Context: an optimization exercise on an open-source flow, tuned for small area and a short achievable clock period. The choices shown serve that exercise and are no tape-out recipe. Function was checked by simulation only, so behaviour that the tests miss may differ from the original. No activity file was given, so power comes from the tool's default toggle rates.

--- design/flow/design.v ---
module csa_fa (
    input  a,
    input  b,
    input  c,
    output s,
    output co
);
    assign s = a ^ b ^ c;
    assign co = (a & b) | (a & c) | (b & c);
endmodule
module csa_ha (
    input  a,
    input  b,
    output s,
    output co
);
    assign s = a ^ b;
    assign co = a & b;
endmodule
module csa_han (
    input  a,
    input  b,
    output s,
    output co
);
    assign s = ~(a ^ b);
    assign co = a | b;
endmodule
module sigmoid_activation #(
    parameter WIDTH = 16,
    parameter FRAC_BITS = 11
)(
    input  [15:0] x,
    output [15:0] y
);
    wire neg_sat = x[15] & ~(x[14] & x[13]);
    wire pos_sat = ~x[15] & (x[14] | (x[13] & (|x[12:0])));
    wire [15:0] lin = {~x[15], x[15], x[15], x[15:3]};
    assign y = pos_sat ? 16'hFFFF : (neg_sat ? 16'h0000 : lin);
endmodule
module mac_unit (
    input  clk,
    input  rst_n,
    input  enable,
    input  clear_acc,
    input  [7:0] input_data,
    input  [7:0] weight,
    output [15:0] mac_out,
    output [15:0] activated_out,
    output valid,
    output overflow
);
    reg [7:0] lo_l;
    reg [7:0] up_s;
    reg [7:0] up_c;
    reg        up_ci;
    reg [15:0] acc_hi;
    reg        hi_p;
    reg        overflow_reg;
    reg        valid_reg;
    wire [7:0] ur_g = up_s & up_c;
    wire [7:0] ur_p = up_s ^ up_c;
    wire ur_g0c = ur_g[0] | (ur_p[0] & up_ci);
    wire ur_g1_1 = ur_g[1] | (ur_p[1] & ur_g0c);
    wire ur_g1_3 = ur_g[3] | (ur_p[3] & ur_g[2]);
    wire ur_p1_3 = ur_p[3] & ur_p[2];
    wire ur_g1_5 = ur_g[5] | (ur_p[5] & ur_g[4]);
    wire ur_p1_5 = ur_p[5] & ur_p[4];
    wire ur_g1_7 = ur_g[7] | (ur_p[7] & ur_g[6]);
    wire ur_p1_7 = ur_p[7] & ur_p[6];
    wire ur_g2_2 = ur_g[2] | (ur_p[2] & ur_g1_1);
    wire ur_g2_3 = ur_g1_3 | (ur_p1_3 & ur_g1_1);
    wire ur_g2_6 = ur_g[6] | (ur_p[6] & ur_g1_5);
    wire ur_p2_6 = ur_p[6] & ur_p1_5;
    wire ur_g2_7 = ur_g1_7 | (ur_p1_7 & ur_g1_5);
    wire ur_p2_7 = ur_p1_7 & ur_p1_5;
    wire ur_g3_4 = ur_g[4] | (ur_p[4] & ur_g2_3);
    wire ur_g3_5 = ur_g1_5 | (ur_p1_5 & ur_g2_3);
    wire ur_g3_6 = ur_g2_6 | (ur_p2_6 & ur_g2_3);
    wire ur_g3_7 = ur_g2_7 | (ur_p2_7 & ur_g2_3);
    wire [7:0] ur_s = ur_p ^ {ur_g3_6, ur_g3_5, ur_g3_4, ur_g2_3, ur_g2_2, ur_g1_1, ur_g0c, up_ci};
    wire ur_co = ur_g3_7;
    wire [15:0] acc = {ur_s, lo_l};
    wire hi_inc = hi_p | ur_co;
    wire ovf = overflow_reg | (hi_inc & (&acc_hi));
    wire [15:0] hi_n = (acc_hi + {15'd0, hi_inc}) & {16{~clear_acc}};
    wire [7:0] a_g = input_data & {8{enable}};
    wire [15:0] lo_m = acc & {16{~clear_acc}};
    wire [63:0] pp;
    genvar gi, gj;
    generate
        for (gi = 0; gi < 8; gi = gi + 1) begin : g_pp_i
            for (gj = 0; gj < 8; gj = gj + 1) begin : g_pp_j
                assign pp[gi*8+gj] = a_g[gi] & weight[gj];
            end
        end
    endgenerate
    wire ts1, tc2, ts3, tc4, ts5, tc6, ts7, tc8, ts9, tc10, ts11, tc12, ts13, tc14, ts15, tc16, ts17, tc18, ts19, tc20, ts21, tc22, ts23, tc24, ts25, tc26, ts27, tc28, ts29, tc30, ts31, tc32, ts33, tc34, ts35, tc36, ts37, tc38, ts39, tc40, ts41, tc42, ts43, tc44, ts45, tc46, ts47, tc48, ts49, tc50, ts51, tc52, ts53, tc54, ts55, tc56, ts57, tc58, ts59, tc60, ts61, tc62, ts63, tc64, ts65, tc66, ts67, tc68, ts69, tc70, ts71, tc72, ts73, tc74, ts75, tc76, ts77, tc78, ts79, tc80, ts81, tc82, ts83, tc84, ts85, tc86, ts87, tc88, ts89, tc90, ts91, tc92, ts93, tc94, ts95, tc96, ts97, tc98, ts99, tc100, ts101, tc102, ts103, tc104, ts105, tc106, ts107, tc108, ts109, tc110, ts111, tc112;
    csa_ha u_ts1 (.a(lo_m[5]), .b(pp[12]), .s(ts1), .co(tc2));
    csa_fa u_ts3 (.a(lo_m[6]), .b(pp[13]), .c(pp[20]), .s(ts3), .co(tc4));
    csa_ha u_ts5 (.a(pp[27]), .b(pp[34]), .s(ts5), .co(tc6));
    csa_fa u_ts7 (.a(lo_m[7]), .b(pp[14]), .c(pp[21]), .s(ts7), .co(tc8));
    csa_fa u_ts9 (.a(pp[28]), .b(pp[35]), .c(pp[42]), .s(ts9), .co(tc10));
    csa_ha u_ts11 (.a(pp[49]), .b(pp[56]), .s(ts11), .co(tc12));
    csa_fa u_ts13 (.a(lo_m[8]), .b(pp[15]), .c(pp[22]), .s(ts13), .co(tc14));
    csa_fa u_ts15 (.a(pp[29]), .b(pp[36]), .c(pp[43]), .s(ts15), .co(tc16));
    csa_ha u_ts17 (.a(pp[50]), .b(pp[57]), .s(ts17), .co(tc18));
    csa_fa u_ts19 (.a(lo_m[9]), .b(pp[23]), .c(pp[30]), .s(ts19), .co(tc20));
    csa_fa u_ts21 (.a(pp[37]), .b(pp[44]), .c(pp[51]), .s(ts21), .co(tc22));
    csa_fa u_ts23 (.a(lo_m[10]), .b(pp[31]), .c(pp[38]), .s(ts23), .co(tc24));
    csa_ha u_ts25 (.a(lo_m[3]), .b(pp[10]), .s(ts25), .co(tc26));
    csa_fa u_ts27 (.a(lo_m[4]), .b(pp[11]), .c(pp[18]), .s(ts27), .co(tc28));
    csa_ha u_ts29 (.a(pp[25]), .b(pp[32]), .s(ts29), .co(tc30));
    csa_fa u_ts31 (.a(pp[19]), .b(pp[26]), .c(pp[33]), .s(ts31), .co(tc32));
    csa_fa u_ts33 (.a(pp[40]), .b(pp[5]), .c(ts1), .s(ts33), .co(tc34));
    csa_fa u_ts35 (.a(pp[41]), .b(pp[48]), .c(pp[6]), .s(ts35), .co(tc36));
    csa_fa u_ts37 (.a(tc2), .b(ts5), .c(ts3), .s(ts37), .co(tc38));
    csa_fa u_ts39 (.a(pp[7]), .b(tc6), .c(ts11), .s(ts39), .co(tc40));
    csa_fa u_ts41 (.a(tc4), .b(ts7), .c(ts9), .s(ts41), .co(tc42));
    csa_fa u_ts43 (.a(tc12), .b(ts17), .c(tc10), .s(ts43), .co(tc44));
    csa_fa u_ts45 (.a(tc8), .b(ts13), .c(ts15), .s(ts45), .co(tc46));
    csa_fa u_ts47 (.a(pp[58]), .b(tc18), .c(tc14), .s(ts47), .co(tc48));
    csa_fa u_ts49 (.a(tc16), .b(ts19), .c(ts21), .s(ts49), .co(tc50));
    csa_fa u_ts51 (.a(pp[45]), .b(pp[52]), .c(pp[59]), .s(ts51), .co(tc52));
    csa_fa u_ts53 (.a(tc20), .b(tc22), .c(ts23), .s(ts53), .co(tc54));
    csa_fa u_ts55 (.a(lo_m[11]), .b(pp[39]), .c(pp[46]), .s(ts55), .co(tc56));
    csa_fa u_ts57 (.a(pp[53]), .b(pp[60]), .c(tc24), .s(ts57), .co(tc58));
    csa_fa u_ts59 (.a(lo_m[12]), .b(pp[47]), .c(pp[54]), .s(ts59), .co(tc60));
    csa_ha u_ts61 (.a(lo_m[2]), .b(pp[16]), .s(ts61), .co(tc62));
    csa_fa u_ts63 (.a(pp[17]), .b(pp[24]), .c(pp[3]), .s(ts63), .co(tc64));
    csa_fa u_ts65 (.a(pp[4]), .b(tc26), .c(ts29), .s(ts65), .co(tc66));
    csa_fa u_ts67 (.a(tc30), .b(tc28), .c(ts31), .s(ts67), .co(tc68));
    csa_fa u_ts69 (.a(tc32), .b(ts35), .c(tc34), .s(ts69), .co(tc70));
    csa_fa u_ts71 (.a(tc36), .b(ts39), .c(tc38), .s(ts71), .co(tc72));
    csa_fa u_ts73 (.a(tc40), .b(ts43), .c(tc42), .s(ts73), .co(tc74));
    csa_fa u_ts75 (.a(tc44), .b(ts47), .c(tc46), .s(ts75), .co(tc76));
    csa_fa u_ts77 (.a(ts51), .b(tc48), .c(tc50), .s(ts77), .co(tc78));
    csa_fa u_ts79 (.a(tc52), .b(ts55), .c(ts57), .s(ts79), .co(tc80));
    csa_fa u_ts81 (.a(pp[61]), .b(tc56), .c(ts59), .s(ts81), .co(tc82));
    csa_fa u_ts83 (.a(lo_m[13]), .b(pp[55]), .c(pp[62]), .s(ts83), .co(tc84));
    csa_ha u_ts85 (.a(lo_m[1]), .b(pp[1]), .s(ts85), .co(tc86));
    csa_fa u_ts87 (.a(pp[2]), .b(pp[9]), .c(ts61), .s(ts87), .co(tc88));
    csa_fa u_ts89 (.a(tc62), .b(ts25), .c(ts63), .s(ts89), .co(tc90));
    csa_fa u_ts91 (.a(tc64), .b(ts27), .c(ts65), .s(ts91), .co(tc92));
    csa_fa u_ts93 (.a(tc66), .b(ts33), .c(ts67), .s(ts93), .co(tc94));
    csa_fa u_ts95 (.a(tc68), .b(ts37), .c(ts69), .s(ts95), .co(tc96));
    csa_fa u_ts97 (.a(ts41), .b(tc70), .c(ts71), .s(ts97), .co(tc98));
    csa_fa u_ts99 (.a(ts45), .b(tc72), .c(ts73), .s(ts99), .co(tc100));
    csa_fa u_ts101 (.a(ts49), .b(tc74), .c(ts75), .s(ts101), .co(tc102));
    csa_fa u_ts103 (.a(ts53), .b(tc76), .c(ts77), .s(ts103), .co(tc104));
    csa_fa u_ts105 (.a(tc54), .b(tc78), .c(ts79), .s(ts105), .co(tc106));
    csa_fa u_ts107 (.a(tc58), .b(ts81), .c(tc80), .s(ts107), .co(tc108));
    csa_fa u_ts109 (.a(tc60), .b(ts83), .c(tc82), .s(ts109), .co(tc110));
    csa_fa u_ts111 (.a(lo_m[14]), .b(pp[63]), .c(tc84), .s(ts111), .co(tc112));
    wire [15:0] row_a = {lo_m[15], ts111, ts109, tc106, tc104, tc102, tc100, tc98, tc96, tc94, tc92, tc90, tc88, tc86, pp[8], lo_m[0]};
    wire [15:0] row_b = {tc112, tc110, tc108, ts107, ts105, ts103, ts101, ts99, ts97, ts95, ts93, ts91, ts89, ts87, ts85, pp[0]};
    wire [7:0] lr_g = row_a[7:0] & row_b[7:0];
    wire [7:0] lr_p = row_a[7:0] ^ row_b[7:0];
    wire lr_g1_1 = lr_g[1] | (lr_p[1] & lr_g[0]);
    wire lr_g1_3 = lr_g[3] | (lr_p[3] & lr_g[2]);
    wire lr_p1_3 = lr_p[3] & lr_p[2];
    wire lr_g1_5 = lr_g[5] | (lr_p[5] & lr_g[4]);
    wire lr_p1_5 = lr_p[5] & lr_p[4];
    wire lr_g1_7 = lr_g[7] | (lr_p[7] & lr_g[6]);
    wire lr_p1_7 = lr_p[7] & lr_p[6];
    wire lr_g2_2 = lr_g[2] | (lr_p[2] & lr_g1_1);
    wire lr_g2_3 = lr_g1_3 | (lr_p1_3 & lr_g1_1);
    wire lr_g2_6 = lr_g[6] | (lr_p[6] & lr_g1_5);
    wire lr_p2_6 = lr_p[6] & lr_p1_5;
    wire lr_g2_7 = lr_g1_7 | (lr_p1_7 & lr_g1_5);
    wire lr_p2_7 = lr_p1_7 & lr_p1_5;
    wire lr_g3_4 = lr_g[4] | (lr_p[4] & lr_g2_3);
    wire lr_g3_5 = lr_g1_5 | (lr_p1_5 & lr_g2_3);
    wire lr_g3_6 = lr_g2_6 | (lr_p2_6 & lr_g2_3);
    wire lr_g3_7 = lr_g2_7 | (lr_p2_7 & lr_g2_3);
    wire [7:0] lr_s = lr_p ^ {lr_g3_6, lr_g3_5, lr_g3_4, lr_g2_3, lr_g2_2, lr_g1_1, lr_g[0], 1'b0};
    wire lr_co = lr_g3_7;
    wire c16 = 1'b0;
    always @(posedge clk or negedge rst_n) begin
        if (!rst_n) begin
            lo_l <= 8'd0;
            up_s <= 8'd0;
            up_c <= 8'd0;
            up_ci <= 1'b0;
            acc_hi <= 16'd0;
            hi_p <= 1'b0;
            overflow_reg <= 1'b0;
            valid_reg <= 1'b0;
        end else begin
            lo_l <= lr_s;
            up_s <= row_a[15:8];
            up_c <= row_b[15:8];
            up_ci <= lr_co;
            acc_hi <= hi_n;
            hi_p <= c16;
            overflow_reg <= ~clear_acc & ovf;
            valid_reg <= enable;
        end
    end
    assign overflow = ovf;
    assign valid = valid_reg;
    assign mac_out = acc;
    sigmoid_activation activation (
        .x(acc),
        .y(activated_out)
    );
endmodule
module mac_array (
    input  clk,
    input  rst_n,
    input  [3:0] enable,
    input  [3:0] clear_acc,
    input  [31:0] input_data,
    input  [31:0] weight,
    output [63:0] mac_out,
    output [63:0] activated_out,
    output [3:0] valid,
    output [3:0] overflow
);
    genvar i;
    generate
        for (i = 0; i < 4; i = i + 1) begin : mac_channels
            mac_unit mac_inst (
                .clk(clk),
                .rst_n(rst_n),
                .enable(enable[i]),
                .clear_acc(clear_acc[i]),
                .input_data(input_data[8*i+7:8*i]),
                .weight(weight[8*i+7:8*i]),
                .mac_out(mac_out[16*i+15:16*i]),
                .activated_out(activated_out[16*i+15:16*i]),
                .valid(valid[i]),
                .overflow(overflow[i])
            );
        end
    endgenerate
endmodule
--- design/flow/flow/run.sh ---
#!/bin/bash
# Layout flow: the standard ORFS flow with two changes.
#  1. Synthesis extracts full/half adder cells only inside the carry-save
#     cells (csa_fa, csa_ha); the other adders are left to ABC, so their
#     carry chains are not built from slow full-adder cells.  Registers are
#     untouched, so they match the standard synthesis.
#  2. The port buffers use the smallest buffer cell; timing repair upsizes
#     the ones on critical paths.
set -euo pipefail
HERE=$PWD
sed 's/^\(  extract_fa {\*}\[dont_use_extract_fa_args\]\)$/\1 csa_fa csa_ha/' \
  "$FLOW_HOME/scripts/synth.tcl" > "$HERE/synth_sel.tcl"
grep -q 'dont_use_extract_fa_args\] csa_fa csa_ha' "$HERE/synth_sel.tcl"
sed "s#^source \$::env(SCRIPTS_DIR)/synth.tcl\$#source $HERE/synth_sel.tcl#" \
  "$HERE/synth_recipe.tcl" > "$HERE/synth_recipe_sel.tcl"
grep -q "source $HERE/synth_sel.tcl" "$HERE/synth_recipe_sel.tcl"
export BUFFER_PORTS_ARGS="-buffer_cell sky130_fd_sc_hd__buf_1"
bash standard.sh SYNTH_SCRIPT="$HERE/synth_recipe_sel.tcl" finish > standard.log 2>&1
--- design/flow/standard.sh ---
#!/bin/bash
# synth_recipe.tcl (not shown) runs the flow's synth.tcl, then flattens the netlist and writes it again
# the make line also repeats each setting of config.mk as NAME=value (left out here)
make -C /OpenROAD-flow-scripts/flow DESIGN_CONFIG=/design/flow/config.mk WORK_HOME=/design/flow/orfs CLKGATE_MAP_FILE= SYNTH_SCRIPT=/design/flow/synth_recipe.tcl "${@:-finish}"
--- design/flow/config.mk ---
export PLATFORM = sky130hd
export DESIGN_NAME = mac_array
export DESIGN_NICKNAME = mac_array
export VERILOG_FILES = /design/flow/design.v
export SDC_FILE = /design/flow/constraint.sdc
export NUM_CORES = 4
export LEC_CHECK = 0
export CAP_MARGIN = 20
export CORE_MARGIN = 2
export CORE_UTILIZATION = 65
export CTS_BUF_LIST = sky130_fd_sc_hd__clkbuf_4 sky130_fd_sc_hd__clkbuf_8
export PLACE_DENSITY = 0.75
export SETUP_SLACK_MARGIN = 4.0
export SLEW_MARGIN = 20
export SYNTH_HIERARCHICAL = 1
--- design/flow/constraint.sdc ---
create_clock -name core_clock -period 8.5 [get_ports {clk}]
set_input_delay 1.7000 -clock core_clock [delete_from_list [all_inputs] [get_ports {clk}]]
set_output_delay 1.7000 -clock core_clock [all_outputs]
set_load 0.01 [all_outputs]
==> summary.md, run 1 <==
| Metric | Value |
|---|---|
| Status | `timing/DRC/antenna clean` |
| Die Ht | `161 µm` |
| H-tree Lvls | `4` |
| TritonCTS Buffers | `17` |
| Initial core utilization | `66.0%` |
| Netlist cell types | `~50` |
| DP HPWL | `27.6 mm` |
| # setup viols final | `0` |
| Biggest register | `mac_channels.mac_inst.acc_hi` |
| Share of cells above drive strength 1 | `19.9%` |
| Area occupied by multi-input gates | `roughly 12,000 µm²` |
| Mapped Area | `roughly 16,000 µm²` |
| Die X | `roughly 160 µm` |
| RSZ-0062 raised after global routing | `yes` |
| Layout Area Growth over Synthesis | `18.8%` |
| CP Data Required Time | `roughly 6.8 ns` |
| FFs w/ async S/R, synth | `100%` |
| Mean cell area of the mapped netlist | `a little over 10 µm²` |
| Io pins | `210` |
| Worst hold stages | `2` |
| Post-synthesis sequential area ratio | `26.9%` |
| Final Instance Count excl. Fillers | `2,109` |
| ANT nets after route | `0` |
| Dpl cells | `just over 2,000` |
| Reg-to-reg startpoint | `mac_channels[1].mac_inst.up_c[0]` |
| Utilization after layout | `78.5%` |
| Die area | `25,900 µm²` |
| Worst-path clk slew | `0.09 ns` |
| RePlAce Congestion | `0.859` |
| Max reg flops | `64` |
| Pre-CTS setup slack | `3.10 ns` |
| CTS tree | `done` |
| Worst hold endpoint | `mac_channels[3].mac_inst.acc_hi[14]` |
| R2r worst-path depth | `8` |
| Total negative setup slack | `0 ns` |
| Max Freq | `between 200 and 250 MHz` |
| Syn Nets | `1,850` |
| Count of nets after finishing | `around 2,100` |
| Slew margin rel. | `35.2%` |
| Worst Hold Class | `flop to flop` |
| Dpl cell area | `17,000 µm²` |
| CP endpoint kind | `output pin` |
| Pin count of the biggest net entering global routing | `78` |
| Syn Inst Count | `1,552` |
| CP startpoint kind | `flop` |
| DR pass1 iterations | `6` |
| Max Clock Skew | `0.0210 ns` |
| Hold Path Origin | `mac_channels[3].mac_inst.acc_hi[14]` |
| R2r setup slk | `4.80 ns` |
| Initial antenna violation count | `0` |
| Final instance area | `19,000 µm²` |
| Cts hold-fix bufs | `0` |
| Number of max-cap violations | `0` |
| Yosys Warn Count | `7` |
| Setup WS post-layout | `approximately 3.9 ns` |
| Max rail drop VDD | `around 0.4 mV` |
| CORE AREA | `24,200 µm²` |
| # fillers | `between 1,500 and 2,000` |
| DRT iter0 DRCs | `1,190` |
| CP arrival | `2.94 ns` |
| Final Slew Violations | `0` |
| Post-synth EDFFs | `0` |
| Period utilization | `54.6%` |
| Seq cells post-synth | `~170` |
| Final min period | `4.64 ns` |
| Num rows | `57` |
| Clock Latency Late Sink | `0.49 ns` |
| First-pass GRT wire length | `~64 mm` |
| Measured slew at the worst slew-check pin | `0.971 ns` |
| Leakage | `approximately 0.009 µW` |
| CTS Sinks | `172` |
| Root Driver | `clkbuf_8` |
| N_diodes | `0` |
| Ys flop type | `dfrtp_1` |
| Final wirelength | `roughly 42 mm` |
| Wire per inst | `19.9 µm` |
| Vias/cell | `6.34` |
| Final count of hold timing violations | `0` |
| R2R Path End | `mac_channels[1].mac_inst.up_c[2]` |
| PD cells | `337 nW/µm²` |
| GRT Residual Overflow | `0` |
| Number of global-route vias before repair | `12,692` |
| # port buffers | `209` |
| Vias | `around 13,000` |
| Reg area | `4330 µm²` |
| # DRC | `0` |
| Worst Path Max Fanout | `6` |
| GRT Util Overall | `30.4%` |
| Clock buffer depth | `2` |
| Critical Setup Path Class | `flop to output pin` |
area by class of cell:
class / instances / share of cell area, %
well taps: 324 / 2.13
multi-input cells: 1267 / 64.6
clock buffers: 20 / 1.41
inverters: 40 / 0.789
clock inverters: 11 / 0.631
flip-flops and latches: 172 / 22.7
repair buffers: 275 / 7.69
synthesized netlist by cell type, types with 16 or more instances:
master	count	area [µm²]
nor2_1	60	225
o21ai_0	44	220
ha_1	32	400
o2bb2ai_1	40	350
nand4_1	16	100
inv_1	40	150
dfrtp_1	172	4300
nor2b_1	88	551
clkbuf_1	52	195
nand2_1	64	240
maj3_1	20	200
xor2_1	20	175
xnor2_1	116	1020
nand3_1	28	140
or3_1	20	125
a31o_2	16	140
fa_1	192	3840
a21oi_1	60	300
mux2_2	20	225
and3_1	268	1680
where the power goes:
group | switching (µW) | internal [µW] | leakage, µW
clock network | 312 | 277 | 0.000194
registers | 280 | 1020 | 0.00224
logic | 2530 | 2000 | 0.00635
modules after synthesis, one instance, submodules excluded, a selection:
module | cell area (µm²) | cells inside | copies in the design | flip-flops and latches
csa_fa | 20.0 | 1 | 192 | 0
csa_ha | 12.5 | 1 | 32 | 0
mac_unit | 2760 | 306 | 4 | 43
sigmoid_activation | 180 | 26 | 4 | 0
critical path, cell delays in order, from the launching register on:
cell and delay (ns):
dfrtp_1 0.43, nand2_1 0.11, a31oi_2 0.29, nand3_1 0.17, o211a_4 0.19, maj3_2 0.37, xnor2_4 0.29, inv_2 0.11
o21ai_4 0.09, buf_6 0.18, o2bb2ai_1 0.09, clkbuf_2 0.13
cell usage in the layout, fill, tap and decap left out, types with 28 or more instances in the layout:
cell type    n
a21oi_1     56
and3_1     264
buf_1      167
buf_4       50
dfrtp_1    152
fa_1       192
ha_1        32
inv_1       37
nand2_1     54
nand3_1     28
nor2_1      57
nor2b_1     88
o21ai_0     31
xnor2_1     93
kinds of logic (layout without fill, tap and decap cells):
kind of cell	count (synthesis)	in the layout	share of synthesized area (%)
xor gates and xnor gates	136	136	7.44
AOI/OAI and AO/OA	236	237	10.0
DFF	172	172	26.9
buffers and inverters	120	346	3.53
and+or+nand+nor	620	626	22.7
muxes	24	24	1.69
adders and majority gates	244	244	27.7
how the worst max path moves through the flow:
stage | endpoint | start | cells after the start | slack [ns]
3_5_place_dp | mac_channels[0].mac_inst.lo_l[7] | clear_acc[0] | 11 | 3.10
3_3_place_gp | mac_channels[0].mac_inst.lo_l[7] | clear_acc[0] | 11 | 3.21
2_1_floorplan | mac_channels[0].mac_inst.lo_l[6] | enable[0] | 11 | 3.99
5_1_grt | activated_out[22] | mac_channels[1].mac_inst.up_c[3] | 11 | 3.79
4_1_cts | activated_out[35] | mac_channels[2].mac_inst.up_c[0] | 11 | 4.00
6_report | activated_out[22] | mac_channels[1].mac_inst.up_c[3] | 11 | 3.86
per-layer routing:
layer  global-route usage (%)  vias up  routed length [µm]
met2                     49.7      561               20900
met1                     42.7     6753               17200
met3                     4.42      122                2710
met5                        0        -                   0
li1                         -     5935                   -
met4                     9.33        0                1060
repair_timing:
item | 4_1_cts | 5_1_grt
setup buffers | 18 | 32
cloned | 3 | 7
setup endpoints to repair | 63 | 68
pin swaps | 15 | 46
resized for setup | 100 | 189
stage by stage:
step                total power [µW]  hold slack [ns]
finish                          6420            0.553
global route                    6800            0.571
CTS                             5510            0.554
detailed placement              4590            0.542
global placement                4500            0.534
floorplan                       3610            0.516
==> run 2, diff against run 1 <==
--- a/design/flow/flow/run.sh
+++ b/design/flow/flow/run.sh
@@ -16,3 +16,3 @@
 grep -q "source $HERE/synth_sel.tcl" "$HERE/synth_recipe_sel.tcl"
 export BUFFER_PORTS_ARGS="-buffer_cell sky130_fd_sc_hd__buf_1"
-bash standard.sh SYNTH_SCRIPT="$HERE/synth_recipe_sel.tcl" finish > standard.log 2>&1
+bash standard.sh SYNTH_SCRIPT="$HERE/synth_recipe_sel.tcl" RECOVER_POWER=100 finish > standard.log 2>&1
--- a/design/flow/config.mk
+++ b/design/flow/config.mk
@@ -8,7 +8,6 @@
 export CAP_MARGIN = 20
 export CORE_MARGIN = 2
-export CORE_UTILIZATION = 65
+export CORE_UTILIZATION = 40
 export CTS_BUF_LIST = sky130_fd_sc_hd__clkbuf_4 sky130_fd_sc_hd__clkbuf_8
-export PLACE_DENSITY = 0.75
 export SETUP_SLACK_MARGIN = 4.0
 export SLEW_MARGIN = 20
==> run 2 against run 1 <==
- now fails the layout checks on max-capacitance violations, max-slew violations
- area after synthesis unchanged
- sequential share of layout area up 0.74 points
- worst hold slack better by 0.0071 ns
- first-iteration DRC count down 43%
- maximum frequency down 19%
- cell area down 3.4%
- register-to-register slack worse by 0.06 ns
- global-route usage down 11 points
- flip-flop and latch count unchanged
- worst setup slack worse by 1.1 ns
- highest routed layer unchanged
==> summary.md, run 2 <==
| Metric | Value |
|---|---|
| Share of Yosys cell area claimed by the top area cell type | `26.9%` |
| Yosys top cell by area | `dfrtp_1` |
| Ys flop type | `dfrtp_1` |
| Die Ht | `around 200 µm` |
| Buf+Inv Stages, Crit Path | `3` |
| CP startpoint kind | `flop` |
| Yosys Warn Count | `7` |
| Syn Inst Count | `1,552` |
| Most frequent cells in the layout | `268 x and3_1, 192 x fa_1, 172 x buf_1` |
| Number of global-route vias before repair | `12,392` |
| Biggest register | `mac_channels.mac_inst.acc_hi` |
| CTS tree | `done` |
| DR pass1 iterations | `5` |
| Worst-path clk slew | `0.10 ns` |
| Die X | `204 µm` |
| Num rows | `73` |
| DRT iter0 DRCs | `678` |
| # port buffers | `about 210` |
| ANT nets after route | `0` |
| Max Clock Skew | `approximately 0.014 ns` |
| Worst Hold Class | `flop to flop` |
| Count of nets after finishing | `2,051` |
| CORE AREA | `about 40,000 µm²` |
| Period utilization | `67.5%` |
| Overall power | `approximately 5800 µW` |
| First-pass GRT wire length | `about 64 mm` |
| Post-synthesis sequential area ratio | `a little over a quarter` |
| Critical Setup Path Class | `flop to output pin` |
| Leakage | `roughly 0.0084 µW` |
| Max rail drop VDD | `0.146 mV` |
| Top post-synthesis cells by area | `dfrtp_1 27%, fa_1 24%, and3_1 10%` |
| CTS Sinks | `172` |
| Count leader, synth | `and3_1` |
| Clock buffer depth | `2` |
| Fail Reasons | `max-capacitance violations, max-slew violations` |
| Mapped Area | `16,000 µm²` |
| TritonCTS Buffers | `17` |
| RePlAce Congestion | `0.837` |
| Final count of hold timing violations | `0` |
| Die area | `41,700 µm²` |
| N_diodes | `0` |
| DP HPWL | `~29 mm` |
| Vias/cell | `5.54` |
| Post-synth EDFFs | `0` |
| CP arrival | `approximately 4.0 ns` |
| Initial antenna violation count | `0` |
| Netlist cell types | `51` |
| Kind of cell adding the most delay to the critical path | `buffers and inverters` |
| Io pins | `210` |
| Slew margin rel. | `-71.0%` |
| Max Freq | `174 MHz` |
| Final min period | `approximately 5.7 ns` |
| Layout Area Growth over Synthesis | `14.8%` |
| CP max-delay cell | `clkbuf_1` |
| GRT Util Overall | `19.0%` |
| Syn Nets | `1,850` |
| FFs w/ async S/R, synth | `100%` |
| Most common cell after layout, fill and taps aside | `and3_1` |
| Synth cell count leaders | `268 x and3_1, 192 x fa_1, 172 x dfrtp_1, 116 x xnor2_1, 88 x nor2b_1` |
| Seq cells post-synth | `172` |
| Final Instance Count excl. Fillers | `2,291` |
| Mean cell area of the mapped netlist | `10.3 µm²` |
| Clock Latency Late Sink | `0.50 ns` |
| # DRC | `0` |
| Total negative setup slack | `0 ns` |
| # setup viols final | `0` |
| Pin count of the biggest net entering global routing | `68` |
| H-tree Lvls | `4` |
| Final wirelength | `39.9 mm` |
| Status | `failed layout checks` |
| CP cell instances | `a21oi_1 -> o221ai_1 -> nand3_2 -> o211a_4 -> maj3_2 -> xnor2_1 -> clkinv_1 -> o21ai_4 -> clkbuf_1 -> o21ai_0 -> clkdlybuf4s25_1` |
| Max reg flops | `64` |
| RSZ-0062 raised after global routing | `yes` |
| Dpl cells | `2,213` |
| PD cells | `approximately 310 nW/µm²` |
| Slowest stage delay, CP | `0.56 ns` |
| CP endpoint kind | `output pin` |
| GRT Residual Overflow | `0` |
| Worst Path Max Fanout | `13` |
| Initial core utilization | `between 40% and 50%` |
| Final Slew Violations | `just under 500` |
| Root Driver | `clkbuf_8` |
| Vias | `12,701` |
| CP Data Required Time | `6.80 ns` |
| Wire per inst | `17.4 µm` |
| Measured slew at the worst slew-check pin | `2.56 ns` |
| Number of max-cap violations | `9` |
| Share of cells above drive strength 1 | `11.9%` |
## run 2: cell count changes in the layout (fill, tap and decap cells not counted), sizes merged
| cell | previous run | this run |
|---|---|---|
| bufinv | 2 | 3 |
| clkdlybuf4s25 | 0 | 2 |
| clkinvlp | 3 | 5 |
| buf | 260 | 210 |
| and4 | 11 | 12 |
| nand2 | 67 | 64 |
| o21ai | 49 | 51 |
| clkinv | 6 | 4 |
| clkbuf | 35 | 63 |
## run 2: report_power, final
group | internal (µW) | switching (µW)
Combinational | 1630 | 2230
Sequential | 1020 | 259
Clock | 312 | 319
## run 2: layout make-up
type	instances	area, µm²
clock inverters	12	163
inverters	40	150
flip-flops and latches	172	4320
repair buffers	255	1140
fillers	3796	21300
well taps	525	657
multi-input cells	1267	11700
clock buffers	20	269
## run 2: cells by family after synthesis
group           count (synthesis)  synth area share, %
compound gates                236                 10.0
xor+xnor                      136                 7.44
fa+ha+maj                     244                 27.7
buf+inv                       120                 3.53
flops                         172                 26.9
mux                            24                 1.69
simple gates                  620                 22.7
## run 2: worst min-delay path: stages (launching register included)
cell and delay, ns:
dfrtp_1 0.39, o31ai_1 0.07, a21oi_1 0.06
## run 2: timing repair
| action | in CTS | in global routing |
|---|---|---|
| gates resized for setup | 137 | 86 |
| buffers inserted | 18 | 21 |
| cloned | 5 | 2 |
| pin swaps | 19 | 25 |
| hold buffers | 0 | 0 |
| endpoints found under the setup margin | 67 | 66 |
## run 2: modules after synthesis, one instance, submodules excluded, excerpt
module	copies in the design	cells inside	area (µm²)	flops+latches
sigmoid_activation	4	26	180	0
csa_fa	192	1	20.0	0
mac_unit	4	306	2760	43
csa_ha	32	1	12.5	0
## run 2: through the flow
step           cell area [µm²]  utilization (%)  hold slack [ns]  worst slack [ns]
5_1_grt                  18400             46.4            0.581              2.47
2_1_floorplan            16300                -            0.516              3.99
3_5_place_dp             17200             43.5            0.550              3.38
4_1_cts                  18500             46.6            0.562              3.98
3_3_place_gp             17200             43.5            0.527              3.45
6_report                 18400             46.4            0.560              2.77
## run 2: worst paths after layout
path	slack, ns	from	endpoint	cells past startpoint
min	0.56	mac_channels[2].mac_inst.acc_hi[14]	mac_channels[2].mac_inst.acc_hi[14]	2
max reg2reg	4.74	mac_channels[0].mac_inst.up_s[0]	mac_channels[0].mac_inst.up_c[3]	8
max	2.77	mac_channels[0].mac_inst.up_s[0]	activated_out[13]	11
max in group asynchronous	4.51	rst_n	mac_channels[1].mac_inst.up_c[4]	2
min reg2reg	0.56	mac_channels[2].mac_inst.acc_hi[14]	mac_channels[2].mac_inst.acc_hi[14]	2
min in group asynchronous	1.99	rst_n	mac_channels[0].mac_inst.up_ci	1
## run 2: metal layers
layer / global-route usage, % / vias up / share of wire [%]
met1: 26.4 / 6477 / 46
li1: - / 5895 / -
met2: 31.0 / 283 / 48
met3: 2.65 / 46 / 3.6
met5: 0 / - / 0
met4: 5.46 / 0 / 1.7

==> re-timing with driven ports <==
How much do the figures lean on ideal ports? The routed layouts below were timed once more, with nothing changed but the port constraints.
Step 1 (the two cells are an assumption about what drives the block):
set clk [get_ports {clk}]
set_driving_cell -lib_cell sky130_fd_sc_hd__clkbuf_16 $clk
set_driving_cell -lib_cell sky130_fd_sc_hd__buf_2 [delete_from_list [all_inputs] $clk]
Step 2 also shifts input and output timing later by t, the mid clock arrival at the registers, as if the neighbouring blocks saw the same clock.
Three values: no drivers, after step 1, after step 2; two values: the first two.
run	t, ns	slack for setup (ns)	latest minus earliest clock arrival (ns)	pins driven straight from the clock port
run 1	0.516	3.858 / 3.818 / 3.631	0.022 / 0.022	1
run 2	0.536	2.765 / 2.718 / 2.378	0.016 / 0.016	1
For run 2, which loses most, drivers alone change the setup slack by -0.047 ns; drivers and shift together by -0.387 ns.
